This design comes from an exercise in tuning for small area and a short achievable clock period on the open sky130 flow, not from production work. Function was checked by simulation only, so behaviour that the tests miss may differ from the original. The flow treats the clock pin as an ideal source, which a real chip does not have. Power figures rest on the tool's default switching activity, not on a simulated workload.

### flow/config.mk
export PLATFORM = sky130hd
export DESIGN_NAME = pe
export DESIGN_NICKNAME = pe
export VERILOG_FILES = /design/flow/design.v
export SDC_FILE = /design/flow/constraint.sdc
export NUM_CORES = 4
export LEC_CHECK = 0
export CAP_MARGIN = 40
export CORE_MARGIN = 2
export CORE_UTILIZATION = 40
export SLEW_MARGIN = 60
export SYNTH_HIERARCHICAL = 1
export SYNTH_MINIMUM_KEEP_SIZE = 0
### flow/constraint.sdc
create_clock -name core_clock -period 10.5 [get_ports {clk}]
set_input_delay 2.1000 -clock core_clock [delete_from_list [all_inputs] [get_ports {clk}]]
set_output_delay 2.1000 -clock core_clock [all_outputs]
set_load 0.01 [all_outputs]
### flow/design.v
module fa (
    input  a,
    input  b,
    input  ci,
    output s,
    output co
);
  assign s  = a ^ b ^ ci;
  assign co = (a & b) | (a & ci) | (b & ci);
endmodule
module ha (
    input  a,
    input  b,
    output s,
    output co
);
  assign s  = a ^ b;
  assign co = a & b;
endmodule
module add #(
    parameter HALFWORD_WIDTH = 16
) (
    input  signed [HALFWORD_WIDTH-1:0] A,
    input  signed [HALFWORD_WIDTH-1:0] B,
    output signed [HALFWORD_WIDTH-1:0] out
);
  assign out = A + B;
endmodule
module invb (
    input  [7:0] a,
    output [7:0] y
);
  assign y = ~a;
endmodule
module gate8 (
    input  [7:0] a,
    input        e0,
    input        e1,
    output [7:0] y
);
  assign y = a & {8{e0 & e1}};
endmodule
module signedm #(
    parameter DATA_SIZE      = 8,
    parameter HALFWORD_WIDTH = 16
) (
    input  signed [     DATA_SIZE-1:0] a,
                                       b,
    output signed [HALFWORD_WIDTH-1:0] data_out
);
  assign data_out = a * b;
endmodule
`timescale 1ns / 1ps
module pe (
    input               clk,
    input               rst,
    input  signed [7:0] weight,
    input  signed [7:0] inmap,
    input               inmap_vld,
    input               weight_vld,
    input  signed [7:0] bias,
    output signed [7:0] outmap,
    output              outmap_vld,
    output signed [15:0] outraw
);
  wire v = inmap_vld & weight_vld;
  reg  [4:0]  n;     
  reg  [15:0] acc;   
  wire z = (n == 5'd0);
  wire [15:0] base = (v & z) ? {{5{bias[7]}}, bias, 3'b0} : (v ? acc : 16'd0);
  wire [7:0] wg;
  gate8 u_gw (.a(weight), .e0(inmap_vld), .e1(weight_vld), .y(wg));
  wire one0 = inmap[0] ^ 1'b0;
  wire two0 = (inmap[1] & ~inmap[0] & ~1'b0) | (~inmap[1] & inmap[0] & 1'b0);
  wire neg0 = inmap[1] & ~(inmap[0] & 1'b0);
  wire pp0_0 = ((one0 & wg[0]) | (two0 & 1'b0)) ^ neg0;
  wire pp0_1 = ((one0 & wg[1]) | (two0 & wg[0])) ^ neg0;
  wire pp0_2 = ((one0 & wg[2]) | (two0 & wg[1])) ^ neg0;
  wire pp0_3 = ((one0 & wg[3]) | (two0 & wg[2])) ^ neg0;
  wire pp0_4 = ((one0 & wg[4]) | (two0 & wg[3])) ^ neg0;
  wire pp0_5 = ((one0 & wg[5]) | (two0 & wg[4])) ^ neg0;
  wire pp0_6 = ((one0 & wg[6]) | (two0 & wg[5])) ^ neg0;
  wire pp0_7 = ((one0 & wg[7]) | (two0 & wg[6])) ^ neg0;
  wire pp0_8 = ~(((one0 & wg[7]) | (two0 & wg[7])) ^ neg0);
  wire one1 = inmap[2] ^ inmap[1];
  wire two1 = (inmap[3] & ~inmap[2] & ~inmap[1]) | (~inmap[3] & inmap[2] & inmap[1]);
  wire neg1 = inmap[3] & ~(inmap[2] & inmap[1]);
  wire pp1_0 = ((one1 & wg[0]) | (two1 & 1'b0)) ^ neg1;
  wire pp1_1 = ((one1 & wg[1]) | (two1 & wg[0])) ^ neg1;
  wire pp1_2 = ((one1 & wg[2]) | (two1 & wg[1])) ^ neg1;
  wire pp1_3 = ((one1 & wg[3]) | (two1 & wg[2])) ^ neg1;
  wire pp1_4 = ((one1 & wg[4]) | (two1 & wg[3])) ^ neg1;
  wire pp1_5 = ((one1 & wg[5]) | (two1 & wg[4])) ^ neg1;
  wire pp1_6 = ((one1 & wg[6]) | (two1 & wg[5])) ^ neg1;
  wire pp1_7 = ((one1 & wg[7]) | (two1 & wg[6])) ^ neg1;
  wire pp1_8 = ~(((one1 & wg[7]) | (two1 & wg[7])) ^ neg1);
  wire one2 = inmap[4] ^ inmap[3];
  wire two2 = (inmap[5] & ~inmap[4] & ~inmap[3]) | (~inmap[5] & inmap[4] & inmap[3]);
  wire neg2 = inmap[5] & ~(inmap[4] & inmap[3]);
  wire pp2_0 = ((one2 & wg[0]) | (two2 & 1'b0)) ^ neg2;
  wire pp2_1 = ((one2 & wg[1]) | (two2 & wg[0])) ^ neg2;
  wire pp2_2 = ((one2 & wg[2]) | (two2 & wg[1])) ^ neg2;
  wire pp2_3 = ((one2 & wg[3]) | (two2 & wg[2])) ^ neg2;
  wire pp2_4 = ((one2 & wg[4]) | (two2 & wg[3])) ^ neg2;
  wire pp2_5 = ((one2 & wg[5]) | (two2 & wg[4])) ^ neg2;
  wire pp2_6 = ((one2 & wg[6]) | (two2 & wg[5])) ^ neg2;
  wire pp2_7 = ((one2 & wg[7]) | (two2 & wg[6])) ^ neg2;
  wire pp2_8 = ~(((one2 & wg[7]) | (two2 & wg[7])) ^ neg2);
  wire one3 = inmap[6] ^ inmap[5];
  wire two3 = (inmap[7] & ~inmap[6] & ~inmap[5]) | (~inmap[7] & inmap[6] & inmap[5]);
  wire neg3 = inmap[7] & ~(inmap[6] & inmap[5]);
  wire pp3_0 = ((one3 & wg[0]) | (two3 & 1'b0)) ^ neg3;
  wire pp3_1 = ((one3 & wg[1]) | (two3 & wg[0])) ^ neg3;
  wire pp3_2 = ((one3 & wg[2]) | (two3 & wg[1])) ^ neg3;
  wire pp3_3 = ((one3 & wg[3]) | (two3 & wg[2])) ^ neg3;
  wire pp3_4 = ((one3 & wg[4]) | (two3 & wg[3])) ^ neg3;
  wire pp3_5 = ((one3 & wg[5]) | (two3 & wg[4])) ^ neg3;
  wire pp3_6 = ((one3 & wg[6]) | (two3 & wg[5])) ^ neg3;
  wire pp3_7 = ((one3 & wg[7]) | (two3 & wg[6])) ^ neg3;
  wire pp3_8 = ~(((one3 & wg[7]) | (two3 & wg[7])) ^ neg3);
  wire basen8 = ~base[8];
  wire basen9 = ~base[9];
  wire basen11 = ~base[11];
  wire basen13 = ~base[13];
  wire basen15 = ~base[15];
  wire s0, c0;
  fa u_fa0 (.a(base[0]), .b(neg0), .ci(pp0_0), .s(s0), .co(c0));
  wire s1, c1;
  fa u_fa1 (.a(base[1]), .b(pp0_1), .ci(c0), .s(s1), .co(c1));
  wire s2, c2;
  fa u_fa2 (.a(base[2]), .b(neg1), .ci(pp0_2), .s(s2), .co(c2));
  wire s3, c3;
  fa u_fa3 (.a(pp1_0), .b(s2), .ci(c1), .s(s3), .co(c3));
  wire s4, c4;
  fa u_fa4 (.a(base[3]), .b(pp0_3), .ci(pp1_1), .s(s4), .co(c4));
  wire hs0, hc0;
  ha u_ha0 (.a(c2), .b(s4), .s(hs0), .co(hc0));
  wire s5, c5;
  fa u_fa5 (.a(base[4]), .b(neg2), .ci(pp0_4), .s(s5), .co(c5));
  wire s6, c6;
  fa u_fa6 (.a(pp1_2), .b(pp2_0), .ci(c4), .s(s6), .co(c6));
  wire hs1, hc1;
  ha u_ha1 (.a(s5), .b(hc0), .s(hs1), .co(hc1));
  wire s7, c7;
  fa u_fa7 (.a(base[5]), .b(pp0_5), .ci(pp1_3), .s(s7), .co(c7));
  wire s8, c8;
  fa u_fa8 (.a(pp2_1), .b(c5), .ci(s7), .s(s8), .co(c8));
  wire hs2, hc2;
  ha u_ha2 (.a(c6), .b(hc1), .s(hs2), .co(hc2));
  wire s9, c9;
  fa u_fa9 (.a(base[6]), .b(neg3), .ci(pp0_6), .s(s9), .co(c9));
  wire s10, c10;
  fa u_fa10 (.a(pp1_4), .b(pp2_2), .ci(pp3_0), .s(s10), .co(c10));
  wire s11, c11;
  fa u_fa11 (.a(c7), .b(s9), .ci(s10), .s(s11), .co(c11));
  wire hs3, hc3;
  ha u_ha3 (.a(c8), .b(s11), .s(hs3), .co(hc3));
  wire s12, c12;
  fa u_fa12 (.a(base[7]), .b(pp0_7), .ci(pp1_5), .s(s12), .co(c12));
  wire s13, c13;
  fa u_fa13 (.a(pp2_3), .b(pp3_1), .ci(c9), .s(s13), .co(c13));
  wire s14, c14;
  fa u_fa14 (.a(c10), .b(s12), .ci(c11), .s(s14), .co(c14));
  wire hs4, hc4;
  ha u_ha4 (.a(s13), .b(hc3), .s(hs4), .co(hc4));
  wire s15, c15;
  fa u_fa15 (.a(basen8), .b(pp0_8), .ci(pp1_6), .s(s15), .co(c15));
  wire s16, c16;
  fa u_fa16 (.a(pp2_4), .b(pp3_2), .ci(c12), .s(s16), .co(c16));
  wire s17, c17;
  fa u_fa17 (.a(s15), .b(c13), .ci(s16), .s(s17), .co(c17));
  wire hs5, hc5;
  ha u_ha5 (.a(c14), .b(s17), .s(hs5), .co(hc5));
  wire s18, c18;
  fa u_fa18 (.a(basen9), .b(base[8]), .ci(pp1_7), .s(s18), .co(c18));
  wire s19, c19;
  fa u_fa19 (.a(pp2_5), .b(pp3_3), .ci(c15), .s(s19), .co(c19));
  wire s20, c20;
  fa u_fa20 (.a(s18), .b(c16), .ci(s19), .s(s20), .co(c20));
  wire hs6, hc6;
  ha u_ha6 (.a(c17), .b(s20), .s(hs6), .co(hc6));
  wire s21, c21;
  fa u_fa21 (.a(base[10]), .b(base[9]), .ci(pp1_8), .s(s21), .co(c21));
  wire s22, c22;
  fa u_fa22 (.a(pp2_6), .b(pp3_4), .ci(c18), .s(s22), .co(c22));
  wire s23, c23;
  fa u_fa23 (.a(s21), .b(c19), .ci(s22), .s(s23), .co(c23));
  wire hs7, hc7;
  ha u_ha7 (.a(c20), .b(s23), .s(hs7), .co(hc7));
  wire s24, c24;
  fa u_fa24 (.a(basen11), .b(pp2_7), .ci(pp3_5), .s(s24), .co(c24));
  wire s25, c25;
  fa u_fa25 (.a(c21), .b(s24), .ci(c22), .s(s25), .co(c25));
  wire hs8, hc8;
  ha u_ha8 (.a(c23), .b(s25), .s(hs8), .co(hc8));
  wire s26, c26;
  fa u_fa26 (.a(base[12]), .b(base[11]), .ci(pp2_8), .s(s26), .co(c26));
  wire s27, c27;
  fa u_fa27 (.a(pp3_6), .b(c24), .ci(s26), .s(s27), .co(c27));
  wire hs9, hc9;
  ha u_ha9 (.a(s27), .b(c25), .s(hs9), .co(hc9));
  wire s28, c28;
  fa u_fa28 (.a(basen13), .b(pp3_7), .ci(c26), .s(s28), .co(c28));
  wire hs10, hc10;
  ha u_ha10 (.a(c27), .b(s28), .s(hs10), .co(hc10));
  wire s29, c29;
  fa u_fa29 (.a(base[14]), .b(base[13]), .ci(pp3_8), .s(s29), .co(c29));
  wire hs11, hc11;
  ha u_ha11 (.a(s29), .b(c28), .s(hs11), .co(hc11));
  wire w0 = basen15 ^ c29;
  wire [15:0] sx = {w0, hs11, hs10, hs9, hs8, hc6, hc5, hc4, s14, hc2, s8, s6, hs0, s3, s1, s0};
  wire [15:0] sy = {hc11, hc10, hc9, hc8, hc7, hs7, hs6, hs5, hs4, hs3, hs2, hs1, c3, 1'b0, 1'b0, 1'b0};
  wire [15:0] t = sx + sy;
  wire [6:0] r = t[9:3] + t[2];
  assign outraw = t;
  assign outmap = {1'b0, r & {7{~t[15]}}};
  assign outmap_vld = (n == 5'd24);
  always @(posedge clk) acc <= t | (acc & {16{~v}});
  always @(posedge clk or posedge rst) begin
    if (rst) n <= 5'd0;
    else if (v) n <= (n == 5'd24) ? 5'd0 : n + 5'd1;
  end
endmodule
### flow/flow/run.sh
#!/bin/bash
# Own layout flow: the standard ORFS layout (standard.sh, which also runs the standard
# synthesis) with two changes:
#  - port buffers are buf_1 instead of the buffer the port buffering picks by default
#    (every input and output port still gets its own buffer; the sizing may upsize it);
#  - before clock-tree synthesis, pre_cts.tcl runs a timing-driven sizing pass (gate
#    upsizing and pin swaps only) aiming at a worst slack SIZE_EXTRA_SLACK ns above the
#    placed one.
# The final report's power-grid check has failed now and then on a placement; if the run
# fails, it is redone from scratch with a slightly smaller sizing target. Each attempt's
# output is in standard_flow_<target>.log; ORFS's own logs are under orfs/logs.
set -uo pipefail
here=$(cd "$(dirname "$0")" && pwd)
export BUFFER_PORTS_ARGS="-buffer_cell sky130_fd_sc_hd__buf_1"
export PRE_CTS_TCL="$here/pre_cts.tcl"
for x in 0.45 0.40 0.35 0.30; do
  rm -rf orfs out/final.def
  if SIZE_EXTRA_SLACK=$x bash standard.sh > "standard_flow_$x.log" 2>&1 && [[ -f out/final.def ]]; then
    echo "layout done with sizing target +$x ns"
    exit 0
  fi
  echo "layout with sizing target +$x ns failed; see standard_flow_$x.log"
done
exit 1
### flow/flow/pre_cts.tcl
# Timing-driven gate sizing before CTS: upsize gates and swap pins (no buffering) on the
# worst paths until the worst slack is SIZE_EXTRA_SLACK ns above what placement left.
estimate_parasitics -placement
set ws [worst_slack -max]
puts "pre_cts sizing: worst slack $ws, target [expr {$ws + $::env(SIZE_EXTRA_SLACK)}]"
repair_timing -setup -setup_margin [expr {$ws + $::env(SIZE_EXTRA_SLACK)}] \
  -sequence "sizeup,swap" -repair_tns 0 -verbose
puts "pre_cts sizing: worst slack now [worst_slack -max]"
### flow/standard.sh
#!/bin/bash
# synth_recipe.tcl (not shown) runs the flow's synth.tcl, then flattens the netlist and writes it again
# the make line also repeats each setting of config.mk as NAME=value (left out here)
make -C /OpenROAD-flow-scripts/flow DESIGN_CONFIG=/design/flow/config.mk WORK_HOME=/design/flow/orfs CLKGATE_MAP_FILE= SYNTH_SCRIPT=/design/flow/synth_recipe.tcl "${@:-finish}"
==> out/qor.csv, run 1 <==
stage;metric;value;unit
floorplan;row cnt;32;
synthesis;Post-synth EDFFs;0;
detailed_routing;met2 WL;3.09;mm
floorplan;Initial Utilization;41.2;%
global_route;largest net degree at the start of global routing;26;
sta;Hold Vio Cnt, Final;0;
power;Seq pwr share;10.6;%
detailed_routing;routed wl met3;255;um
finish;layout cell share with drive strength beyond 1;9.21;%
global_route;initial antenna violation count;0;
placement;detailed placement HPWL;6.00;mm
detailed_routing;Post-route DRC;0;
detailed_routing;Pre-antenna DRT Iters;4;
clock_tree;clock latency on the worst-skew pair;0.26;ns
clock_tree;CTS Sinks;21;
finish;Layout Nets;482;
worst_setup_path;Critical Path Most Common Cell;fa_1;
worst_setup_path;Data arrival, critical path;6.28;ns
worst_setup_path;startpoint types;primary input;
sta;period utilization;79.8;%
synthesis;Yosys warnings;7;
synthesis;asr flop ratio synth;23.8;%
worst_setup_path;worst flop-to-flop path startpoint;n[0];
clock_tree;postcts setup bufs;0;
worst_setup_path;CP cell instances;clkbuf_2, nand2_8, nor2b_1, buf_4, a22oi_2, inv_1, fa_1, fa_1, fa_1, ha_1, ha_2, a21oi_1, o21ai_0, nand3_1, o211ai_1, xnor2_2, a21oi_1, buf_1;
sta;Peak Freq;119;MHz
synthesis;Area contributors post-synth;fa_1 (19%), ha_1 (12%), xnor2_1 (11%);
detailed_routing;max layer used;met4;
power;Sw Ratio;53.3;%
synthesis;Seq cells post-synth;21;
synthesis;Syn Inst Count;359;
worst_setup_path;CP required;8.40;ns
synthesis;syn_area_per_cell;8.88;um2
sta;RSZ-0062 raised after global routing;no;
sta;Final Setup Violations;0;
synthesis;sequential area share after synthesis;14.0;%
floorplan;Core ar.;7730;um2
job;maxcap violations;0;
power;VDD IR max;339;uV
placement;buffers added on ports;51;
placement;Inst Count DP;489;
synthesis;Yosys top cell by area;fa_1;
clock_tree;CTS tree;yes;
global_route;grt ovf;0;
worst_setup_path;Max Fanout on Critical Path;25;
sta;Max Slew Vio Count;0;
sta;Sum Neg Setup Slack;0;ns
min_path;worst hold start;acc[2];
finish;area delta synth->final;10.9;%
sta;Tightest Pin Transition;0.521;ns
detailed_routing;metal1 wirelength;3.79;mm
min_path;hold endpoint;acc[2];
finish;final std cells w/o fill;493;
clock_tree;clk slew on worst S/H paths;0.07;ns
detailed_routing;1st-iter DRT viols;77;
clock_tree;TritonCTS buffer count;3;
synthesis;most instantiated cells after synthesis;xnor2_1 (41), fa_1 (31), ha_1 (31);
global_route;total track usage;17.8;%
power;Pwr Density;356;nW/um2
detailed_routing;via count;2551;
worst_setup_path;Worst path slowest cell;fa_1;
synthesis;most numerous cell in the Yosys netlist;xnor2_1;
worst_setup_path;delay-heaviest family, CP;adder cells;
worst_setup_path;setup slack, reg-to-reg;5.54;ns
sta;relative slew slack;65.0;%
detailed_routing;Antenna Nets Post-Route;0;
power;Psw;0.670;mW
worst_setup_path;CP Capture Type;primary output;
min_path;WHS Path Cells;1;
detailed_routing;vias per inst;5.17;
floorplan;die area;8700;um2
finish;Ant. Diodes;0;
global_route;vias in the first global route;2515;
synthesis;distinct cell type count after synthesis;47;
worst_setup_path;CP peak stage delay;0.51;ns
synthesis;ys flop type;dfxtp_1;
worst_setup_path;Setup CP Type;in2out;
worst_setup_path;Reg2Reg Depth;18;
sta;Final Critical Period;8.38;ns
synthesis;Synth Cell Area;3190;um2
worst_setup_path;R2R Path End;acc[15];
floorplan;Die W;93.3;um
run_status;status;complete, no violations;
min_path;Worst Hold Class;reg2reg;
power;combinational share of power;85.2;%
floorplan;Die H;93.3;um
sta;Setup Skew;0.00490;ns
power;Internal Power;0.586;mW
power;leakage power;1.46;nW
detailed_routing;routed wire length;7.20;mm
worst_setup_path;worst path buffer plus inverter count;4;
global_route;first-pass GRT wire length;12.4;mm
synthesis;Mapped Nets;449;
power;clock share of power;4.2;%
floorplan;Ports;53;
detailed_routing;Avg WL per Cell;14.6;um
placement;Final GP Congestion;0.858;
synthesis;post-synth top area share;19.5;%
[worst max-delay path by stage]
| stage | end | depth (start not counted) | slack, ns | startpoint |
|---|---|---|---|---|
| final | outmap[6] | 18 | 2.12 | inmap_vld |
| after global routing | outmap[6] | 18 | 1.78 | weight_vld |
| after CTS | outmap[4] | 16 | 2.07 | weight_vld |
| after detailed placement | outmap[4] | 15 | 1.64 | inmap_vld |
| after global placement | outmap[2] | 16 | 1.42 | inmap[1] |
| after floorplan | outmap[6] | 15 | 2.26 | inmap[1] |
[through the flow]
step / power (mW) / hold slack, ns / utilization, % / instance area (um2) / setup WS, ns
5_1_grt: 1.40 / 0.471 / 45.7 / 3530 / 1.78
3_3_place_gp: 1.18 / 0.424 / 44.1 / 3410 / 1.42
3_5_place_dp: 1.19 / 0.434 / 44.2 / 3410 / 1.64
6_report: 1.26 / 0.446 / 45.7 / 3530 / 2.12
4_1_cts: 1.27 / 0.448 / 45.6 / 3520 / 2.07
2_1_floorplan: 0.916 / 0.418 / - / 3190 / 2.26
[flip-flops by register name (all words and copies together) (netlist names)]
| name | count |
|---|---|
| acc | 16 |
| n | 5 |
[worst register-to-register path, cell delays in order (launching register included)]
cell	delay, ns
dfrtp_1	0.42
inv_1	0.07
ha_1	0.17
or4b_4	0.48
nor2b_1	0.15
buf_4	0.19
a22oi_2	0.22
inv_1	0.09
fa_1	0.41
fa_1	0.51
fa_1	0.42
ha_1	0.29
ha_2	0.41
a21oi_1	0.10
o21ai_0	0.25
nand3_1	0.11
o211ai_1	0.17
xnor2_2	0.21
a21o_1	0.19
[modules after synthesis (local to each module, per instance)]
module | flip-flops and latches | copies in the design
fa | 0 | 30
gate8 | 0 | 1
ha | 0 | 12
pe | 21 | 1
[layout make-up]
class | instances | area, um2
Clock buffer | 4 | 45.0
Fill cell | 762 | 4190
Inverter | 21 | 81.3
Multi-Input combinational cell | 293 | 2620
Sequential cell | 21 | 445
Tap cell | 102 | 128
Timing Repair Buffer | 52 | 211
[cell families (layout without fill, tap and decap cells)]
kind of cell | count (synthesis) | count (layout) | synth area share [%]
flops | 21 | 21 | 14.0
xor+xnor | 51 | 51 | 14.3
buf+inv | 45 | 77 | 5.81
other cells | 1 | 1 | 0.118
fa+ha+maj | 62 | 62 | 31.6
compound gates | 95 | 95 | 19.9
mux | 3 | 3 | 1.02
simple gates | 81 | 81 | 13.2
[per-layer routing]
metal,vias up,GRT usage (%)
met1,1194,28.0
li1,1300,-
met4,0,4.53
met5,-,0
met3,4,1.05
met2,53,26.3
[timing repair]
item / 4_1_cts / 5_1_grt
endpoints found under the setup margin: 14 / 0
hold buffers: 0 / 0
resized for setup: 24 / 0
[placed cells by master, fill, tap and decap left out, types with 3 or more instances in the layout]
cell type   n
fa_1       31
and2_1      6
xor2_1      9
dfxtp_1    16
nand2_1    25
nor3_1      3
ha_2        3
nor2_1     11
clkbuf_8    3
a21o_1     19
dfrtp_1     5
buf_1      46
o21ai_0    10
and3_2      7
inv_1      18
nand2b_1    4
clkbuf_2    4
xnor2_1    40
a22oi_1    22
a21oi_1    24
nor2b_1     5
a22o_1      5
ha_1       28
nand3_1     7
[power by group through the flow]
stage / clock [mW] / sequential (mW) / combinational (mW)
floorplan: 0 / 0.129 / 0.787
global placement: 0 / 0.133 / 1.04
detailed placement: 0 / 0.134 / 1.06
CTS: 0.0563 / 0.132 / 1.08
global route: 0.0594 / 0.137 / 1.21
finish: 0.0531 / 0.133 / 1.07
==> run 2, diff against run 1 <==
--- a/flow/config.mk
+++ b/flow/config.mk
@@ -5,9 +5,9 @@
 export SDC_FILE = /design/flow/constraint.sdc
 export NUM_CORES = 4
 export LEC_CHECK = 0
-export CAP_MARGIN = 40
+export CAP_MARGIN = 20
 export CORE_MARGIN = 2
 export CORE_UTILIZATION = 40
-export SLEW_MARGIN = 60
+export SLEW_MARGIN = 70
 export SYNTH_HIERARCHICAL = 1
 export SYNTH_MINIMUM_KEEP_SIZE = 0
==> run 2 against run 1 <==
  * Die area did not move
  * Sequential power barely moved
  * Wire length grew 0.63%
  * Flip-flop and latch count unchanged
  * Still clean on timing, DRC and antenna
  * Cell count up 0.20%
  * Largest power group unchanged
  * Synthesized cell count is the same
  * Combinational power up 5%
  * Total power rose by 3.8%
  * Critical path depth fell by 1
  * Via count rose by 1.2%
  * Worst setup slack better by 0.0017 ns
==> out/qor.csv, run 2 <==
stage;metric;value;unit
run_status;status;complete, no violations;
synthesis;ys flop type;dfxtp_1;
clock_tree;clk slew on worst S/H paths;0.08;ns
synthesis;Seq cells post-synth;21;
floorplan;Die H;93.3;um
job;maxcap violations;0;
floorplan;row cnt;32;
synthesis;Mapped Nets;449;
floorplan;Initial Utilization;41.2;%
synthesis;post-synth top area share;19.5;%
sta;Setup Skew;0.00338;ns
global_route;largest net degree at the start of global routing;26;
clock_tree;CTS tree;yes;
synthesis;distinct cell type count after synthesis;47;
floorplan;die area;8700;um2
detailed_routing;routed wire length;7.24;mm
finish;final core occ;46.7;%
finish;Ant. Diodes;0;
finish;max FFs per register;16;
sta;Final Setup Violations;0;
finish;layout cell share with drive strength beyond 1;10.7;%
detailed_routing;Post-route DRC;0;
power;Internal Power;0.610;mW
power;Psw;0.694;mW
finish;Layout Nets;483;
global_route;grt ovf;0;
power;Pwr Density;361;nW/um2
global_route;vias in the first global route;2534;
sta;Hold Vio Cnt, Final;0;
finish;Finished Cell Area;3610;um2
synthesis;asr flop ratio synth;23.8;%
worst_setup_path;Reg2Reg Depth;19;
clock_tree;clock latency on the worst-skew pair;0.26;ns
finish;most frequent cells in the layout;buf_1 (45), xnor2_1 (39), fa_1 (31), ha_1 (28), nand2_1 (25);
placement;Final GP Congestion;0.858;
power;Sw Ratio;53.2;%
detailed_routing;Antenna Nets Post-Route;0;
power;combinational share of power;85.7;%
synthesis;syn_area_per_cell;8.88;um2
floorplan;Ports;53;
worst_setup_path;Crit. Startpoint;inmap[1];
worst_setup_path;Data arrival, critical path;6.27;ns
worst_setup_path;Setup CP Type;in2out;
power;Seq pwr share;10.2;%
worst_setup_path;CP required;8.40;ns
finish;most common cell after layout, fill and taps aside;buf_1;
synthesis;Post-synth EDFFs;0;
synthesis;most instantiated cells after synthesis;xnor2_1 (41), fa_1 (31), ha_1 (31);
synthesis;Yosys top cell by area;fa_1;
synthesis;Area contributors post-synth;fa_1 (19%), ha_1 (12%), xnor2_1 (11%);
placement;Cell Area, Placed;3450;um2
synthesis;Synth Cell Area;3190;um2
placement;detailed placement HPWL;5.93;mm
finish;FF+latch area;445;um2
power;leakage power;1.48;nW
finish;largest registers;acc: 16 flops, n: 5 flops;
finish;# fillers;739;
power;VDD IR max;334;uV
detailed_routing;via count;2582;
detailed_routing;vias per inst;5.23;
min_path;worst hold start;acc[2];
worst_setup_path;startpoint types;primary input;
sta;Peak Freq;119;MHz
finish;area occupied by multi-input gates;2680;um2
sta;Sum Neg Setup Slack;0;ns
min_path;Worst Hold Class;reg2reg;
detailed_routing;Pre-antenna DRT Iters;4;
synthesis;most numerous cell in the Yosys netlist;xnor2_1;
sta;RSZ-0062 raised after global routing;no;
sta;Final Critical Period;8.37;ns
detailed_routing;Avg WL per Cell;14.7;um
worst_setup_path;crit path to;outmap[6];
clock_tree;TritonCTS buffer count;3;
synthesis;Syn Inst Count;359;
synthesis;Yosys warnings;7;
placement;buffers added on ports;51;
floorplan;Core ar.;7730;um2
worst_setup_path;setup slack, reg-to-reg;5.52;ns
finish;area delta synth->final;13.3;%
power;clock share of power;4.1;%
sta;period utilization;79.7;%
floorplan;Die W;93.3;um
global_route;initial antenna violation count;0;
worst_setup_path;R2R Path End;acc[15];
synthesis;sequential area share after synthesis;14.0;%
worst_setup_path;CP Capture Type;primary output;
global_route;total track usage;17.8;%
clock_tree;CTS Sinks;21;
global_route;first-pass GRT wire length;12.4;mm
worst_setup_path;worst flop-to-flop path startpoint;n[0];
detailed_routing;1st-iter DRT viols;114;
finish;Top reg by flops;acc;
worst_setup_path;Max Fanout on Critical Path;20;
sta;Max Slew Vio Count;0;
## run 2: cell count changes in the layout (fill, tap and decap cells not counted), sizes merged
cell	previous run	this run
clkbuf	8	9
## run 2: logic make-up after synthesis
group           Yosys count  synth area share [%]
mux                       3                  1.02
fa+ha+maj                62                  31.6
buf+inv                  45                  5.81
flops                    21                  14.0
simple gates             81                  13.2
compound gates           95                  19.9
other cells               1                 0.118
xor+xnor                 51                  14.3
## run 2: worst min-delay path by stage
stage	endpoint	cells past startpoint
6_report	acc[2]	1
5_1_grt	acc[4]	2
4_1_cts	acc[4]	2
3_5_place_dp	acc[2]	1
3_3_place_gp	acc[2]	1
2_1_floorplan	acc[0]	1
## run 2: worst max-delay path: stages
cell	delay (ns)
buf_6	0.18
ha_2	0.36
a22oi_1	0.25
xnor2_1	0.14
fa_1	0.42
fa_1	0.51
fa_1	0.42
ha_1	0.29
ha_2	0.42
a21oi_1	0.11
o21ai_0	0.24
nand3_1	0.10
o211ai_1	0.10
clkbuf_2	0.19
xnor2_4	0.12
a21oi_1	0.14
buf_1	0.16
## run 2: stage by stage
step / hold WS [ns] / power (mW) / worst slack (ns) / std cells
4_1_cts: 0.448 / 1.29 / 2.16 / 493
3_3_place_gp: 0.424 / 1.18 / 1.42 / 489
6_report: 0.448 / 1.30 / 2.13 / 494
5_1_grt: 0.472 / 1.45 / 1.85 / 494
3_5_place_dp: 0.434 / 1.21 / 1.85 / 489
2_1_floorplan: 0.418 / 0.916 / 2.26 / 359
## run 2: repair_timing
item                                    CTS  global route
endpoints found under the setup margin   13             0
resized for setup                        32             0
hold buffers                              0             0
setup buffers                             0             0
## run 2: per-layer routing
layer | track usage, % | part of all wire [%]
met5 | 0 | 0
met1 | 27.5 | 51
met2 | 26.6 | 44
met4 | 4.53 | 0.83
met3 | 1.69 | 4.7
## run 2: cell type report
class	instances	share of cell area (%)
clock buffers	4	1.25
inverters	21	2.32
multi-input cells	293	74.3
flip-flops and latches	21	12.3
well taps	102	3.54
repair buffers	53	6.27
## run 2: modules after synthesis (local to each module, per instance)
module | cells | copies in the design | flip-flops and latches
pe | 309 | 1 | 21
fa | 1 | 30 | 0
ha | 1 | 12 | 0
gate8 | 8 | 1 | 0
## run 2: power by group through the flow
stage	Sequential, mW	Combinational, mW	Clock (mW)
global placement	0.133	1.04	0
finish	0.133	1.12	0.0537
detailed placement	0.134	1.07	0
floorplan	0.129	0.787	0
CTS	0.133	1.10	0.0564
global route	0.136	1.25	0.0606
==> run 3, diff against run 2 <==
--- a/flow/config.mk
+++ b/flow/config.mk
@@ -8,6 +8,6 @@
 export CAP_MARGIN = 20
 export CORE_MARGIN = 2
 export CORE_UTILIZATION = 40
-export SLEW_MARGIN = 70
+export SLEW_MARGIN = 80
 export SYNTH_HIERARCHICAL = 1
 export SYNTH_MINIMUM_KEEP_SIZE = 0
==> run 3 against run 2 <==
  * Register-to-register slack gained 0.12 ns
  * Die area is the same
  * First-iteration DRC count shrank 11%
  * Hold slack gained 0.0013 ns
  * Global-route usage grew 0.39 points
  * Clock power grew 3%
  * Wire length grew 3.5%
  * Sequential share of layout area shrank 0.56 points
==> out/qor.csv, run 3 <==
stage;metric;value;unit
worst_setup_path;Max Fanout on Critical Path;25;
synthesis;post-synth top area share;19.5;%
clock_tree;CTS resizes;22;
worst_setup_path;startpoint types;primary input;
placement;Final GP Congestion;0.858;
global_route;total track usage;18.2;%
worst_setup_path;Setup CP Type;in2out;
synthesis;most numerous cell in the Yosys netlist;xnor2_1;
synthesis;Syn Inst Count;359;
finish;Layout Nets;490;
finish;layout cell share with drive strength beyond 1;14.8;%
sta;Hold Vio Cnt, Final;0;
synthesis;asr flop ratio synth;23.8;%
clock_tree;TritonCTS buffer count;3;
sta;Sum Neg Setup Slack;0;ns
clock_tree;CTS Sinks;21;
synthesis;ys flop type;dfxtp_1;
sta;Final Critical Period;8.52;ns
detailed_routing;1st-iter DRT viols;102;
detailed_routing;Post-route DRC;0;
finish;Ant. Diodes;0;
min_path;worst hold start;acc[2];
synthesis;Mapped Nets;449;
worst_setup_path;Data arrival, critical path;6.42;ns
worst_setup_path;CP Capture Type;primary output;
finish;max FFs per register;16;
global_route;initial antenna violation count;0;
synthesis;most instantiated cells after synthesis;xnor2_1 (41), fa_1 (31), ha_1 (31);
detailed_routing;via count;2661;
sta;Setup Skew;0.00275;ns
floorplan;Die H;93.3;um
detailed_routing;routed wire length;7.49;mm
worst_setup_path;worst flop-to-flop path startpoint;n[0];
floorplan;Initial Utilization;41.2;%
global_route;largest net degree at the start of global routing;26;
global_route;first-pass GRT wire length;12.7;mm
placement;detailed placement HPWL;6.02;mm
min_path;Worst Hold Class;reg2reg;
detailed_routing;vias per inst;5.31;
clock_tree;clk slew on worst S/H paths;0.08;ns
run_status;status;complete, no violations;
synthesis;Post-synth EDFFs;0;
floorplan;Die W;93.3;um
finish;most frequent cells in the layout;buf_1 (47), xnor2_1 (33), fa_1 (31), ha_1 (26), nand2_1 (25);
sta;period utilization;81.1;%
synthesis;distinct cell type count after synthesis;47;
synthesis;syn_area_per_cell;8.88;um2
clock_tree;hold buffer count at cts;0;
global_route;vias in the first global route;2577;
power;VDD IR max;323;uV
finish;area delta synth->final;18.6;%
detailed_routing;Antenna Nets Post-Route;0;
worst_setup_path;CP required;8.40;ns
detailed_routing;Avg WL per Cell;15.0;um
floorplan;Ports;53;
finish;most common cell after layout, fill and taps aside;buf_1;
synthesis;sequential area share after synthesis;14.0;%
finish;final core occ;48.9;%
worst_setup_path;Crit. Startpoint;inmap_vld;
placement;buffers added on ports;51;
clock_tree;CTS tree;yes;
finish;largest registers;acc: 16 flops, n: 5 flops;
floorplan;row cnt;32;
floorplan;die area;8700;um2
job;maxcap violations;0;
detailed_routing;Pre-antenna DRT Iters;4;
floorplan;Core ar.;7730;um2
sta;RSZ-0062 raised after global routing;no;
sta;Peak Freq;117;MHz
synthesis;Seq cells post-synth;21;
sta;Max Slew Vio Count;0;
synthesis;Yosys top cell by area;fa_1;
synthesis;Area contributors post-synth;fa_1 (19%), ha_1 (12%), xnor2_1 (11%);
sta;Final Setup Violations;0;
power;leakage power;1.55;nW
synthesis;Yosys warnings;7;
placement;Cell Area, Placed;3580;um2
global_route;grt ovf;0;
synthesis;Synth Cell Area;3190;um2
power;Pwr Density;371;nW/um2
clock_tree;clock latency on the worst-skew pair;0.26;ns
finish;Finished Cell Area;3780;um2
finish;Top reg by flops;acc;
clock_tree;postcts setup bufs;0;
[run 3: cell counts after synthesis]
Identical to the previous run, type by type.
[run 3: per-stage QoR]
stage / hold WS (ns) / std cells / power [mW] / setup WS [ns]
after detailed placement: 0.434 / 495 / 1.26 / 1.73
final: 0.449 / 501 / 1.40 / 1.98
after global routing: 0.472 / 501 / 1.55 / 1.69
after CTS: 0.454 / 499 / 1.38 / 2.10
after global placement: 0.424 / 489 / 1.18 / 1.42
after floorplan: 0.418 / 359 / 0.916 / 2.26
[run 3: final cells by class]
| type | instances | area (um2) |
|---|---|---|
| fill | 739 | 3950 |
| sequential | 21 | 445 |
| inverter | 21 | 85.1 |
| tap | 102 | 128 |
| multi-input combinational | 293 | 2810 |
| clock inverter | 1 | 5.00 |
| timing repair buffer | 60 | 269 |
| clock buffer | 3 | 41.3 |
[run 3: final timing paths]
path | end | slack [ns] | cells past startpoint
min | acc[2] | 0.45 | 1
max | outmap[6] | 1.98 | 20
min reg2reg | acc[2] | 0.45 | 1
max reg2reg | acc[14] | 5.64 | 17
min in group asynchronous | n[2] | 1.70 | 2
max in group asynchronous | n[3] | 8.63 | 2
[run 3: report_power, final]
group	internal, mW	switching [mW]	total, mW	leakage (nW)
registers	0.113	0.0201	0.133	0.192
clock network	0.0265	0.0288	0.0553	0.0255
logic	0.533	0.681	1.21	1.34
[run 3: worst max-delay path, cell delays in order]
cell and delay, ns:
clkbuf_4 0.19, nand2_8 0.14, nor2b_2 0.15, buf_6 0.18
a22oi_1 0.11, clkdlybuf4s25_1 0.30, fa_1 0.45, fa_1 0.52
fa_1 0.42, ha_1 0.32, ha_4 0.33, nand2_1 0.07
nor2_1 0.13, nand3_1 0.09, o211ai_1 0.19, buf_2 0.18
xnor2_4 0.08, buf_2 0.17, a21oi_1 0.13, clkbuf_2 0.15
[run 3: per-layer routing]
layer	share of wire, %	vias up	global-route usage (%)
li1	-	1315	-
met1	51	1267	27.9
met3	3.6	9	0.886
met2	44	70	28.2
met5	0	-	0
met4	1.3	0	4.17
[run 3: logic make-up (layout without fill, tap and decap cells)]
| family | count (synthesis) | after routing | synth area share [%] |
|---|---|---|---|
| AND/OR/NAND/NOR | 81 | 81 | 13.2 |
| adder cells (fa/ha/maj) | 62 | 62 | 31.6 |
| AO/OA/AOI/OAI | 95 | 95 | 19.9 |
| other | 1 | 1 | 0.118 |
| XOR/XNOR | 51 | 51 | 14.3 |
| flip-flops | 21 | 21 | 14.0 |
| buffers and inverters | 45 | 85 | 5.81 |
| multiplexers | 3 | 3 | 1.02 |
[run 3: per-module statistics from Yosys (local to each module, per instance)]
module  times used  cells  flops+latches  area (um2)
gate8            1      8              0        50.0
fa              30      1              0        20.0
ha              12      1              0        12.5
pe               1    309             21        2390
==> run 4, diff against run 3 <==
--- a/flow/config.mk
+++ b/flow/config.mk
@@ -8,6 +8,8 @@
 export CAP_MARGIN = 20
 export CORE_MARGIN = 2
 export CORE_UTILIZATION = 40
-export SLEW_MARGIN = 80
+export CTS_CLUSTER_DIAMETER = 200
+export CTS_CLUSTER_SIZE = 30
+export SLEW_MARGIN = 60
 export SYNTH_HIERARCHICAL = 1
 export SYNTH_MINIMUM_KEEP_SIZE = 0
==> run 4 against run 3 <==
  * Largest cell class unchanged
  * Critical endpoint unchanged
  * Clock skew increased by 0.0022 ns
  * Core utilization decreased by 3.2 points
  * Hold slack got worse by 0.0032 ns
  * Cell count decreased by 1.6%
  * Still clean on timing, DRC and antenna
==> out/qor.csv, run 4 <==
stage;metric;value;unit
worst_setup_path;Worst path slowest cell;fa_1;
power;Pwr Density;356;nW/um2
sta;Tightest Pin Transition;0.521;ns
global_route;total track usage;17.8;%
worst_setup_path;CP cell instances;clkbuf_2, nand2_8, nor2b_1, buf_4, a22oi_2, inv_1, fa_1, fa_1, fa_1, ha_1, ha_2, a21oi_1, o21ai_0, nand3_1, o211ai_1, xnor2_2, a21oi_1, buf_1;
sta;final worst slack;2.12;ns
floorplan;Initial Utilization;41.2;%
synthesis;Syn Inst Count;359;
placement;Final GP Congestion;0.858;
power;VDD IR max;339;uV
synthesis;Seq cells post-synth;21;
detailed_routing;via count;2551;
finish;most common cell after layout, fill and taps aside;buf_1;
synthesis;Yosys warnings;7;
worst_setup_path;Critical Path Stages;18;
worst_setup_path;Reg2Reg Depth;18;
worst_setup_path;setup slack, reg-to-reg;5.54;ns
min_path;WHS Path Cells;1;
floorplan;Core ar.;7730;um2
worst_setup_path;Data arrival, critical path;6.28;ns
clock_tree;clock latency on the worst-skew pair;0.26;ns
sta;Hold Vio Cnt, Final;0;
clock_tree;clk slew on worst S/H paths;0.07;ns
detailed_routing;vias per inst;5.17;
finish;Top reg by flops;acc;
detailed_routing;routed wire length;7.20;mm
floorplan;die area;8700;um2
worst_setup_path;Setup CP Type;in2out;
worst_setup_path;startpoint types;primary input;
min_path;hold endpoint;acc[2];
sta;relative slew slack;65.0;%
finish;most frequent cells in the layout;buf_1 (46), xnor2_1 (40), fa_1 (31), ha_1 (28), nand2_1 (25);
global_route;vias in the first global route;2515;
finish;max FFs per register;16;
worst_setup_path;worst flop-to-flop path startpoint;n[0];
sta;Hold WS;0.446;ns
min_path;Worst Hold Class;reg2reg;
worst_setup_path;Max Fanout on Critical Path;25;
finish;Ant. Diodes;0;
synthesis;Post-synth EDFFs;0;
synthesis;most instantiated cells after synthesis;xnor2_1 (41), fa_1 (31), ha_1 (31);
power;leakage power;1.46;nW
global_route;grt ovf;0;
synthesis;most numerous cell in the Yosys netlist;xnor2_1;
synthesis;sequential area share after synthesis;14.0;%
sta;period utilization;79.8;%
detailed_routing;Pre-antenna DRT Iters;4;
floorplan;Die W;93.3;um
synthesis;Mapped Nets;449;
job;maxcap violations;0;
sta;Setup Skew;0.00490;ns
detailed_routing;1st-iter DRT viols;77;
placement;Place WS;1.64;ns
clock_tree;CTS Sinks;21;
worst_setup_path;delay-heaviest family, CP;adder cells;
synthesis;distinct cell type count after synthesis;47;
placement;buffers added on ports;51;
worst_setup_path;worst path buffer plus inverter count;4;
clock_tree;CTS tree;yes;
synthesis;Synth Cell Area;3190;um2
finish;area delta synth->final;10.9;%
floorplan;row cnt;32;
detailed_routing;Post-route DRC;0;
synthesis;asr flop ratio synth;23.8;%
floorplan;Ports;53;
synthesis;syn_area_per_cell;8.88;um2
sta;Max Slew Vio Count;0;
global_route;first-pass GRT wire length;12.4;mm
finish;Layout Nets;482;
sta;RSZ-0062 raised after global routing;no;
worst_setup_path;CP Capture Type;primary output;
worst_setup_path;Critical Path Most Common Cell;fa_1;
detailed_routing;Antenna Nets Post-Route;0;
sta;Sum Neg Setup Slack;0;ns
worst_setup_path;CP required;8.40;ns
min_path;worst hold start;acc[2];
finish;layout cell share with drive strength beyond 1;9.21;%
detailed_routing;Avg WL per Cell;14.6;um
run_status;status;complete, no violations;
synthesis;Yosys top cell by area;fa_1;
synthesis;post-synth top area share;19.5;%
clock_tree;TritonCTS buffer count;3;
worst_setup_path;CP peak stage delay;0.51;ns
power;total power;1.26;mW
synthesis;ys flop type;dfxtp_1;
finish;Finished Cell Area;3530;um2
sta;Final Critical Period;8.38;ns
worst_setup_path;R2R Path End;acc[15];
floorplan;Die H;93.3;um
sta;Peak Freq;119;MHz
finish;largest registers;acc: 16 flops, n: 5 flops;
placement;Cell Area, Placed;3410;um2
global_route;largest net degree at the start of global routing;26;
global_route;initial antenna violation count;0;
placement;detailed placement HPWL;6.00;mm
sta;Final Setup Violations;0;
synthesis;Area contributors post-synth;fa_1 (19%), ha_1 (12%), xnor2_1 (11%);
clock_tree;postcts setup bufs;0;
==> run 4: worst register-to-register path, stage by stage, from the launching register on <==
cell and delay (ns):
dfrtp_1 0.42, inv_1 0.07, ha_1 0.17, or4b_4 0.48
nor2b_1 0.15, buf_4 0.19, a22oi_2 0.22, inv_1 0.09
fa_1 0.41, fa_1 0.51, fa_1 0.42, ha_1 0.29
ha_2 0.41, a21oi_1 0.10, o21ai_0 0.25, nand3_1 0.11
o211ai_1 0.17, xnor2_2 0.21, a21o_1 0.19
==> run 4: stage by stage <==
step                      util, %  instances
after floorplan                 -        359
after global placement       44.1        489
after detailed placement     44.2        489
after CTS                    45.6        493
after global routing         45.7        493
final                        45.7        493
==> run 4: final cells by class <==
type / instances / area (um2)
clock buffer: 4 / 45.0
fill: 762 / 4190
inverter: 21 / 81.3
multi-input combinational: 293 / 2620
sequential: 21 / 445
tap: 102 / 128
timing repair buffer: 52 / 211
==> run 4: what timing repair did <==
action | CTS | global route
endpoints found under the setup margin | 14 | 0
hold buffers | 0 | 0
gates resized for setup | 24 | 0
==> run 4: modules after synthesis, one instance, submodules excluded <==
module  flops+latches  cell area (um2)  cells inside  times used
pe                 21             2390           309           1
gate8               0             50.0             8           1
fa                  0             20.0             1          30
ha                  0             12.5             1          12
==> run 4: worst max-delay path by stage <==
stage,start,to,slack [ns]
5_1_grt,weight_vld,outmap[6],1.78
6_report,inmap_vld,outmap[6],2.12
3_5_place_dp,inmap_vld,outmap[4],1.64
2_1_floorplan,inmap[1],outmap[6],2.26
4_1_cts,weight_vld,outmap[4],2.07
3_3_place_gp,inmap[1],outmap[2],1.42
==> run 4: power by group <==
group          leakage (nW)  internal [mW]  switching (mW)
Clock                0.0228         0.0270          0.0261
Sequential            0.192          0.113          0.0200
Combinational          1.24          0.447           0.624
Total                  1.46          0.586           0.670
==> run 4: logic make-up after synthesis <==
logic type | after synthesis | synth area share (%)
xor gates and xnor gates | 51 | 14.3
muxes | 3 | 1.02
buffers and inverters | 45 | 5.81
and+or+nand+nor | 81 | 13.2
DFF | 21 | 14.0
adders and majority gates | 62 | 31.6
AOI/OAI and AO/OA | 95 | 19.9
other | 1 | 0.118
==> run 4: layer usage <==
layer / vias to the layer above / part of all wire, % / wire, um / track usage [%]
met1: 1194 / 53 / 3790 / 28.0
li1: 1300 / - / - / -
met2: 53 / 43 / 3090 / 26.3
met4: 0 / 0.83 / 60 / 4.53
met5: - / 0 / 0 / 0
met3: 4 / 3.5 / 255 / 1.05
==> run 5, diff against run 4 <==
--- a/flow/config.mk
+++ b/flow/config.mk
@@ -8,6 +8,7 @@
 export CAP_MARGIN = 20
 export CORE_MARGIN = 2
 export CORE_UTILIZATION = 40
+export CTS_BUF_LIST = sky130_fd_sc_hd__clkbuf_8 sky130_fd_sc_hd__clkbuf_4
 export CTS_CLUSTER_DIAMETER = 200
 export CTS_CLUSTER_SIZE = 30
 export SLEW_MARGIN = 60
==> run 5 against run 4 <==
  * Clock-buffer cell count unchanged
  * Still clean on timing, DRC and antenna
  * Wire length about the same
  * Flip-flop and latch count unchanged
==> out/qor.csv, run 5 <==
stage;metric;value;unit
run_status;status;complete, no violations;
power;Internal Power;0.589;mW
detailed_routing;Antenna Nets Post-Route;0;
detailed_routing;1st-iter DRT viols;80;
synthesis;adder-cell area share of the yosys netlist;31.6;%
worst_setup_path;Max Fanout on Critical Path;25;
synthesis;ys flop type;dfxtp_1;
finish;area occupied by multi-input gates;2620;um2
sta;Setup Skew;0.00614;ns
synthesis;Seq cells post-synth;21;
floorplan;Initial Utilization;41.2;%
worst_setup_path;CP required;8.40;ns
clock_tree;clk slew on worst S/H paths;0.07;ns
detailed_routing;metal1 wirelength;3.79;mm
synthesis;distinct cell type count after synthesis;47;
finish;final std cells w/o fill;493;
synthesis;most numerous cell in the Yosys netlist;xnor2_1;
worst_setup_path;worst flop-to-flop path startpoint;n[0];
placement;detailed placement HPWL;6.00;mm
synthesis;Syn Inst Count;359;
synthesis;Synth Area in Simple Gates;13.2;%
worst_setup_path;Setup CP Type;in2out;
synthesis;Yosys top cell by area;fa_1;
finish;layout cell share with drive strength beyond 1;9.46;%
sta;RSZ-0062 raised after global routing;no;
synthesis;compound-cell area share of the yosys netlist;19.9;%
clock_tree;TritonCTS buffer count;3;
finish;area delta synth->final;11.0;%
power;Sw Ratio;53.3;%
worst_setup_path;Crit. Startpoint;inmap_vld;
finish;most common cell after layout, fill and taps aside;buf_1;
placement;Final GP Congestion;0.858;
synthesis;asr flop ratio synth;23.8;%
detailed_routing;Pre-antenna DRT Iters;4;
worst_setup_path;CP peak stage delay;0.51;ns
finish;max FFs per register;16;
finish;Ant. Diodes;0;
power;Psw;0.671;mW
clock_tree;CTS tree;yes;
clock_tree;CTS Sinks;21;
detailed_routing;via count;2553;
detailed_routing;max layer used;met4;
sta;Hold Vio Cnt, Final;0;
finish;Top reg by flops;acc;
synthesis;most instantiated cells after synthesis;xnor2_1 (41), fa_1 (31), ha_1 (31);
min_path;worst hold start;acc[2];
floorplan;row cnt;32;
synthesis;syn_area_per_cell;8.88;um2
sta;Tightest Pin Transition;0.520;ns
floorplan;Die W;93.3;um
synthesis;sequential area share after synthesis;14.0;%
sta;Sum Neg Setup Slack;0;ns
finish;FF+latch area;445;um2
sta;Final Critical Period;8.37;ns
synthesis;Mapped Nets;449;
job;maxcap violations;0;
global_route;first-pass GRT wire length;12.4;mm
global_route;largest net degree at the start of global routing;26;
sta;Max Slew Vio Count;0;
global_route;total track usage;17.8;%
synthesis;largest family of logic cells by synthesized area;adder cells;
finish;largest registers;acc: 16 flops, n: 5 flops;
synthesis;Area contributors post-synth;fa_1 (19%), ha_1 (12%), xnor2_1 (11%);
detailed_routing;Avg WL per Cell;14.6;um
sta;Peak Freq;119;MHz
global_route;vias in the first global route;2519;
synthesis;Yosys warnings;7;
worst_setup_path;Critical Path Most Common Cell;fa_1;
min_path;Worst Hold Class;reg2reg;
floorplan;die area;8700;um2
sta;Final Setup Violations;0;
sta;relative slew slack;65.1;%
clock_tree;clock latency on the worst-skew pair;0.26;ns
worst_setup_path;CP cell instances;clkbuf_2, nand2_8, nor2b_1, buf_4, a22oi_2, inv_1, fa_1, fa_1, fa_1, ha_1, ha_2, a21oi_1, o21ai_0, nand3_1, o211ai_1, xnor2_2, a21oi_1, buf_1;
detailed_routing;met2 WL;3.08;mm
detailed_routing;routed wire length;7.19;mm
synthesis;Post-synth EDFFs;0;
power;clock share of power;4.5;%
power;Pwr Density;356;nW/um2
worst_setup_path;delay-heaviest family, CP;adder cells;
placement;buffers added on ports;51;
detailed_routing;Post-route DRC;0;
synthesis;post-synth top area share;19.5;%
power;Seq pwr share;10.5;%
synthesis;mux cell area share after synthesis;1.02;%
placement;Inst Count DP;489;
power;combinational share of power;85.0;%
worst_setup_path;startpoint types;primary input;
worst_setup_path;Worst path slowest cell;fa_1;
floorplan;Ports;53;
detailed_routing;routed wl met3;258;um
finish;# fillers;762;
synthesis;xor/xnor cell area share of the yosys netlist;14.3;%
worst_setup_path;CP Capture Type;primary output;
worst_setup_path;worst path buffer plus inverter count;4;
worst_setup_path;Data arrival, critical path;6.27;ns
floorplan;Die H;93.3;um
floorplan;Core ar.;7730;um2
power;leakage power;1.46;nW
finish;Layout Nets;482;
sta;period utilization;79.7;%
global_route;initial antenna violation count;0;
synthesis;Synth Cell Area;3190;um2
detailed_routing;vias per inst;5.18;
power;VDD IR max;339;uV
finish;most frequent cells in the layout;buf_1 (46), xnor2_1 (40), fa_1 (31), ha_1 (28), nand2_1 (25);
global_route;grt ovf;0;
-- run 5: cell counts after synthesis --
No cell type changed its count.
-- run 5: final timing paths --
check / end / slack (ns) / cells past startpoint
hold / removal: acc[2] / 0.45 / 1
min in group asynchronous: n[2] / 1.70 / 2
setup / recovery: outmap[6] / 2.13 / 18
hold reg to reg: acc[2] / 0.45 / 1
max in group asynchronous: n[0] / 8.62 / 2
setup reg to reg: acc[15] / 5.55 / 18
-- run 5: stage by stage --
step           total power [mW]  hold slack (ns)  cell area [um2]  setup WS (ns)  util (%)
2_1_floorplan             0.916            0.418             3190           2.26         -
3_3_place_gp               1.18            0.424             3410           1.42      44.1
3_5_place_dp               1.19            0.434             3410           1.64      44.2
4_1_cts                    1.27            0.448             3530           2.07      45.7
5_1_grt                    1.41            0.471             3540           1.78      45.8
6_report                   1.26            0.446             3540           2.13      45.8
-- run 5: what timing repair did --
action                     CTS  global route
buffers inserted             0             0
hold buffers                 0             0
setup endpoints to repair   14             0
gates resized for setup     24             0
-- run 5: cell families (layout without fill, tap and decap cells) --
family                   Yosys count  after routing
AO/OA/AOI/OAI                     95             95
AND/OR/NAND/NOR                   81             81
adder cells (fa/ha/maj)           62             62
XOR/XNOR                          51             51
buffers and inverters             45             77
flip-flops                        21             21
multiplexers                       3              3
other                              1              1
-- run 5: Yosys stat by module (local to each module, per instance) --
| module | flip-flops and latches | area (um2) | cells |
|---|---|---|---|
| ha | 0 | 12.5 | 1 |
| pe | 21 | 2390 | 309 |
| fa | 0 | 20.0 | 1 |
| gate8 | 0 | 50.0 | 8 |
-- run 5: final cells by class --
type / count / share of cell area, %
Clock buffer: 4 / 1.38
Inverter: 21 / 2.30
Multi-Input combinational cell: 293 / 74.1
Sequential cell: 21 / 12.6
Tap cell: 102 / 3.61
Timing Repair Buffer: 52 / 5.98
-- run 5: power groups by stage --
stage / clock network (mW) / logic (mW) / registers, mW
2_1_floorplan: 0 / 0.787 / 0.129
3_3_place_gp: 0 / 1.04 / 0.133
3_5_place_dp: 0 / 1.06 / 0.134
4_1_cts: 0.0587 / 1.08 / 0.132
5_1_grt: 0.0624 / 1.21 / 0.137
6_report: 0.0562 / 1.07 / 0.133
-- run 5: routing by layer --
layer  up-vias  track usage (%)
met2        55             26.3
met1      1194             28.0
met3         4             1.05
met5         -                0
met4         0             4.53
li1       1300                -
==> run 6, diff against run 5 <==
--- a/flow/flow/run.sh
+++ b/flow/flow/run.sh
@@ -13,6 +13,7 @@
 here=$(cd "$(dirname "$0")" && pwd)
 export BUFFER_PORTS_ARGS="-buffer_cell sky130_fd_sc_hd__buf_1"
 export PRE_CTS_TCL="$here/pre_cts.tcl"
+export SETUP_SLACK_MARGIN=2.3 SETUP_MOVE_SEQUENCE=sizeup,swap TNS_END_PERCENT=0
 for x in 0.45 0.40 0.35 0.30; do
   rm -rf orfs out/final.def
   if SIZE_EXTRA_SLACK=$x bash standard.sh > "standard_flow_$x.log" 2>&1 && [[ -f out/final.def ]]; then
--- a/flow/config.mk
+++ b/flow/config.mk
@@ -8,9 +8,6 @@
 export CAP_MARGIN = 20
 export CORE_MARGIN = 2
 export CORE_UTILIZATION = 40
-export CTS_BUF_LIST = sky130_fd_sc_hd__clkbuf_8 sky130_fd_sc_hd__clkbuf_4
-export CTS_CLUSTER_DIAMETER = 200
-export CTS_CLUSTER_SIZE = 30
 export SLEW_MARGIN = 60
 export SYNTH_HIERARCHICAL = 1
 export SYNTH_MINIMUM_KEEP_SIZE = 0
==> run 6 against run 5 <==
  * Still clean on timing, DRC and antenna
  * Sequential share of layout area fell by 0.75 points
  * First-iteration DRC count rose by 28%
  * Cell area is 6.3% higher
  * Fmax grew 3.2%
  * Cell count unchanged
  * Area after synthesis stayed put
  * Flip-flop and latch count stayed put
  * Sequential power about the same
  * Clock skew shrank 0.0035 ns
  * Combinational power increased by 13%
  * Register-to-register slack better by 0.18 ns
  * Largest cell class unchanged
==> out/qor.csv, run 6 <==
stage;metric;value;unit
power;Sw Ratio;51.8;%
clock_tree;CTS Sinks;21;
sta;Hold Vio Cnt, Final;0;
floorplan;Ports;53;
synthesis;post-synth top area share;19.5;%
placement;buffers added on ports;51;
synthesis;most numerous cell in the Yosys netlist;xnor2_1;
power;Seq pwr share;9.5;%
sta;period utilization;77.2;%
synthesis;most instantiated cells after synthesis;xnor2_1 (41), fa_1 (31), ha_1 (31);
power;Psw;0.726;mW
global_route;vias in the first global route;2638;
job;maxcap violations;0;
synthesis;syn_area_per_cell;8.88;um2
finish;area delta synth->final;18.0;%
finish;largest registers;acc: 16 flops, n: 5 flops;
global_route;initial antenna violation count;0;
placement;Cell Area, Placed;3410;um2
floorplan;die area;8700;um2
finish;Ant. Diodes;0;
synthesis;Seq cells post-synth;21;
sta;Final Setup Violations;0;
sta;Max Slew Vio Count;0;
synthesis;Area contributors post-synth;fa_1 (19%), ha_1 (12%), xnor2_1 (11%);
sta;Tightest Pin Transition;0.496;ns
power;Internal Power;0.675;mW
sta;Peak Freq;123;MHz
synthesis;sequential area share after synthesis;14.0;%
detailed_routing;via count;2579;
finish;Finished Cell Area;3760;um2
clock_tree;hold buffer count at cts;0;
worst_setup_path;Max Fanout on Critical Path;25;
global_route;met3 Use GR;1.13;%
synthesis;Post-synth EDFFs;0;
power;leakage power;1.50;nW
clock_tree;clk slew on worst S/H paths;0.08;ns
sta;RSZ-0062 raised after global routing;yes;
detailed_routing;Pre-antenna DRT Iters;4;
sta;Final Critical Period;8.11;ns
clock_tree;postcts setup bufs;0;
finish;layout cell share with drive strength beyond 1;17.1;%
run_status;status;complete, no violations;
sta;final worst slack;2.39;ns
global_route;grt ovf;0;
global_route;first-pass GRT wire length;13.1;mm
floorplan;row cnt;32;
synthesis;Synth Cell Area;3190;um2
detailed_routing;1st-iter DRT viols;102;
worst_setup_path;Data arrival, critical path;6.01;ns
worst_setup_path;startpoint types;primary input;
power;total power;1.40;mW
global_route;total track usage;18.8;%
global_route;GR peak layer;met2;
placement;Place WS;1.60;ns
clock_tree;TritonCTS buffer count;3;
synthesis;distinct cell type count after synthesis;47;
finish;most frequent cells in the layout;xnor2_1 (40), buf_1 (40), fa_1 (28), nand2_1 (25), ha_1 (22);
global_route;met1 Use GR;28.5;%
synthesis;Yosys warnings;7;
finish;final std cells w/o fill;493;
synthesis;asr flop ratio synth;23.8;%
placement;Inst Count DP;489;
power;Pwr Density;373;nW/um2
floorplan;Die W;93.3;um
clock_tree;clock latency on the worst-skew pair;0.26;ns
floorplan;Core ar.;7730;um2
power;VDD IR max;371;uV
sta;Hold WS;0.446;ns
worst_setup_path;CP required;8.40;ns
synthesis;Yosys top cell by area;fa_1;
placement;Final GP Congestion;0.914;
global_route;GR Layer Usage met2;29.1;%
synthesis;Mapped Nets;449;
finish;final core occ;48.7;%
finish;Top reg by flops;acc;
sta;Setup Skew;0.00266;ns
floorplan;Die H;93.3;um
power;clock share of power;3.8;%
clock_tree;CTS tree;yes;
finish;max FFs per register;16;
synthesis;ys flop type;dfxtp_1;
synthesis;Syn Inst Count;359;
global_route;largest net degree at the start of global routing;26;
detailed_routing;Avg WL per Cell;15.1;um
placement;detailed placement HPWL;6.09;mm
detailed_routing;routed wire length;7.44;mm
detailed_routing;vias per inst;5.23;
floorplan;Initial Utilization;41.2;%
sta;Sum Neg Setup Slack;0;ns
worst_setup_path;CP Capture Type;primary output;
sta;relative slew slack;66.7;%
detailed_routing;Post-route DRC;0;
detailed_routing;Antenna Nets Post-Route;0;
finish;Layout Nets;482;
worst_setup_path;Setup CP Type;in2out;
min_path;Worst Hold Class;reg2reg;
power;combinational share of power;86.6;%
-- run 6: cell type report --
class / instances / area, um2
fill: 760 / 3970
multi-input combinational: 293 / 2810
sequential: 21 / 445
timing repair buffer: 52 / 245
tap: 102 / 128
inverter: 21 / 83.8
clock buffer: 3 / 41.3
clock inverter: 1 / 5.00
-- run 6: cells by family after synthesis --
logic type      count (synthesis)  synth area share, %
flops                          21                 14.0
compound gates                 95                 19.9
buf+inv                        45                 5.81
xor+xnor                       51                 14.3
mux                             3                 1.02
other cells                     1                0.118
fa+ha+maj                      62                 31.6
simple gates                   81                 13.2
-- run 6: worst max-delay path, stage by stage --
cell and delay, ns:
clkbuf_4 0.18, nand2_8 0.19, nor2b_4 0.07, buf_12 0.15, a22oi_2 0.22, inv_2 0.08
fa_2 0.37, fa_1 0.41, fa_1 0.46, ha_1 0.20, ha_1 0.37, a21oi_1 0.18
o21ai_1 0.11, nand3_1 0.09, o211ai_1 0.14, xnor2_2 0.43, nor2_1 0.09, buf_1 0.14
-- run 6: what timing repair did --
item	CTS	global route
pin swaps	7	10
resized for setup	49	25
setup endpoints to repair	13	11
-- run 6: power groups by stage --
stage                     clock network (mW)  logic [mW]  registers, mW
after floorplan                            0       0.787          0.129
after global placement                     0        1.04          0.133
after detailed placement                   0        1.06          0.134
after CTS                             0.0566        1.15          0.133
after global routing                  0.0606        1.35          0.138
final                                 0.0538        1.21          0.133
-- run 6: final timing paths --
check	start	to	slack (ns)	depth (start not counted)
max	weight_vld	outmap[2]	2.39	18
min	acc[4]	acc[4]	0.45	2
max reg2reg	n[0]	acc[14]	5.73	17
min reg2reg	acc[4]	acc[4]	0.45	2
max in group asynchronous	rst	n[3]	8.62	2
min in group asynchronous	rst	n[1]	1.70	2
-- run 6: per-layer routing --
layer  wire length (um)  vias to the layer above
met5                  0                        -
met4                122                        0
met3                282                       10
met2               3300                       68
met1               3740                     1205
li1                   -                     1296
-- run 6: modules after synthesis, one instance, submodules excluded --
module  cells inside  cell area (um2)
fa                 1             20.0
gate8              8             50.0
pe               309             2390
ha                 1             12.5
==> run 7, diff against run 6 <==
--- a/flow/flow/run.sh
+++ b/flow/flow/run.sh
@@ -13,7 +13,7 @@
 here=$(cd "$(dirname "$0")" && pwd)
 export BUFFER_PORTS_ARGS="-buffer_cell sky130_fd_sc_hd__buf_1"
 export PRE_CTS_TCL="$here/pre_cts.tcl"
-export SETUP_SLACK_MARGIN=2.3 SETUP_MOVE_SEQUENCE=sizeup,swap TNS_END_PERCENT=0
+export SETUP_SLACK_MARGIN=2.15 SETUP_MOVE_SEQUENCE=sizeup,swap TNS_END_PERCENT=0
 for x in 0.45 0.40 0.35 0.30; do
   rm -rf orfs out/final.def
   if SIZE_EXTRA_SLACK=$x bash standard.sh > "standard_flow_$x.log" 2>&1 && [[ -f out/final.def ]]; then
==> run 7 against run 6 <==
  * Critical endpoint is now outmap[0]
  * Via count grew 0.27%
  * Wire length shrank 1.5%
  * Sequential share of layout area is essentially flat
  * Core utilization shrank 0.18 points
  * Non-clock buffer count is the same
==> out/qor.csv, run 7 <==
stage;metric;value;unit
run_status;status;complete, no violations;
sta;Setup Skew;0.00287;ns
worst_setup_path;Setup CP Type;in2out;
placement;buffers added on ports;51;
worst_setup_path;R2R Path End;acc[15];
synthesis;Synth Cell Area;3190;um2
floorplan;Ports;53;
clock_tree;TritonCTS buffer count;3;
worst_setup_path;Reg2Reg Depth;18;
worst_setup_path;Crit. Startpoint;inmap[3];
clock_tree;CTS Sinks;21;
sta;RSZ-0062 raised after global routing;yes;
sta;Hold Vio Cnt, Final;0;
finish;layout cell share with drive strength beyond 1;16.1;%
finish;Layout Nets;482;
sta;final worst slack;2.36;ns
synthesis;most instantiated cells after synthesis;xnor2_1 (41), fa_1 (31), ha_1 (31);
power;leakage power;1.49;nW
finish;Finished Cell Area;3750;um2
placement;Place WS;1.64;ns
detailed_routing;vias per inst;5.25;
synthesis;ys flop type;dfxtp_1;
worst_setup_path;Max Fanout on Critical Path;9;
synthesis;Area contributors post-synth;fa_1 (19%), ha_1 (12%), xnor2_1 (11%);
synthesis;Yosys top cell by area;fa_1;
floorplan;Core ar.;7730;um2
sta;Max Slew Vio Count;0;
finish;most frequent cells in the layout;buf_1 (42), xnor2_1 (39), fa_1 (28), nand2_1 (25);
detailed_routing;routed wire length;7.33;mm
synthesis;post-synth top area share;19.5;%
synthesis;Syn Inst Count;359;
clock_tree;clock latency on the worst-skew pair;0.26;ns
detailed_routing;metal1 wirelength;3.88;mm
sta;period utilization;77.5;%
synthesis;Mapped Nets;449;
floorplan;Die H;93.3;um
finish;area delta synth->final;17.6;%
placement;Inst Count DP;489;
detailed_routing;via count;2586;
finish;final std cells w/o fill;493;
global_route;initial antenna violation count;0;
finish;max FFs per register;16;
worst_setup_path;CP Capture Type;primary output;
worst_setup_path;CP required;8.40;ns
clock_tree;hold buffer count at cts;0;
worst_setup_path;CP cell instances;clkbuf_2, ha_4, nand2b_2, inv_4, xnor2_1, fa_1, fa_1, fa_1, ha_4, ha_4, a21o_1, a31oi_4, o211ai_1, xnor2_2, nor2b_1, buf_2;
clock_tree;postcts setup bufs;0;
worst_setup_path;delay-heaviest family, CP;adder cells;
detailed_routing;Avg WL per Cell;14.9;um
detailed_routing;Post-route DRC;0;
synthesis;sequential area share after synthesis;14.0;%
worst_setup_path;Data arrival, critical path;6.04;ns
worst_setup_path;Critical Path Stages;16;
floorplan;Initial Utilization;41.2;%
synthesis;Yosys warnings;7;
job;maxcap violations;0;
sta;Sum Neg Setup Slack;0;ns
detailed_routing;max layer used;met4;
synthesis;distinct cell type count after synthesis;47;
worst_setup_path;CP peak stage delay;0.46;ns
finish;# fillers;736;
worst_setup_path;Worst path slowest cell;fa_1;
floorplan;Die W;93.3;um
clock_tree;CTS tree;yes;
finish;largest registers;acc: 16 flops, n: 5 flops;
detailed_routing;routed wl met3;209;um
sta;Hold WS;0.446;ns
global_route;total track usage;17.8;%
sta;Tightest Pin Transition;0.530;ns
detailed_routing;1st-iter DRT viols;113;
placement;Final GP Congestion;0.858;
[run 7: metal layers]
metal | global-route usage, % | vias to the layer above
met1 | 28.1 | 1231
met4 | 4.53 | 0
met5 | 0 | -
met2 | 26.3 | 53
met3 | 1.05 | 4
li1 | - | 1298
[run 7: final cells by class]
class,count,area share (%)
Clock buffer,4,1.20
Inverter,21,2.24
Multi-Input combinational cell,293,75.2
Sequential cell,21,11.9
Tap cell,102,3.41
Timing Repair Buffer,52,6.11
[run 7: worst register-to-register path: cells and delay by family (launching register included)]
family                   cells  cell delay, ns
AO/OA/AOI/OAI                3            0.74
AND/OR/NAND/NOR              5            0.99
XOR/XNOR                     1            0.21
flip-flops                   1            0.42
buffers and inverters        3            0.30
adder cells (fa/ha/maj)      6            2.07
[run 7: per-module statistics from Yosys (local to each module, per instance)]
module / copies in the design / cells / flip-flops and latches / area (um2)
pe: 1 / 309 / 21 / 2390
fa: 30 / 1 / 0 / 20.0
gate8: 1 / 8 / 0 / 50.0
ha: 12 / 1 / 0 / 12.5
[run 7: timing repair]
item                                   4_1_cts  5_1_grt
pin swaps                                    4       13
endpoints found under the hold margin        0        0
gates cloned                                 0        0
setup endpoints to repair                   14       10
resized for setup                           28       41
[run 7: worst min-delay path by stage]
stage,endpoint,startpoint,cells past startpoint,slack [ns]
after CTS,acc[4],acc[4],2,0.45
after global placement,acc[2],acc[2],1,0.42
after global routing,acc[4],acc[4],2,0.47
after detailed placement,acc[2],acc[2],1,0.43
final,acc[2],acc[2],1,0.45
after floorplan,acc[0],acc[0],1,0.42
[run 7: power breakdown]
part | internal, mW | total (mW) | switching (mW) | leakage (nW)
logic | 0.534 | 1.21 | 0.679 | 1.28
registers | 0.113 | 0.133 | 0.0204 | 0.192
clock network | 0.0270 | 0.0526 | 0.0256 | 0.0228
[run 7: kinds of logic after synthesis]
family | after synthesis | share of synthesized area (%)
AO/OA/AOI/OAI | 95 | 19.9
XOR/XNOR | 51 | 14.3
adder cells (fa/ha/maj) | 62 | 31.6
buffers and inverters | 45 | 5.81
flip-flops | 21 | 14.0
multiplexers | 3 | 1.02
other | 1 | 0.118
AND/OR/NAND/NOR | 81 | 13.2

Check on run 7: ideal ports give 2.364 ns setup slack; a clkbuf_16 on the clock port and buf_2 on the inputs give 2.328 ns; moving port delays by the midpoint clock arrival (0.280 ns) as well gives 2.328 ns.
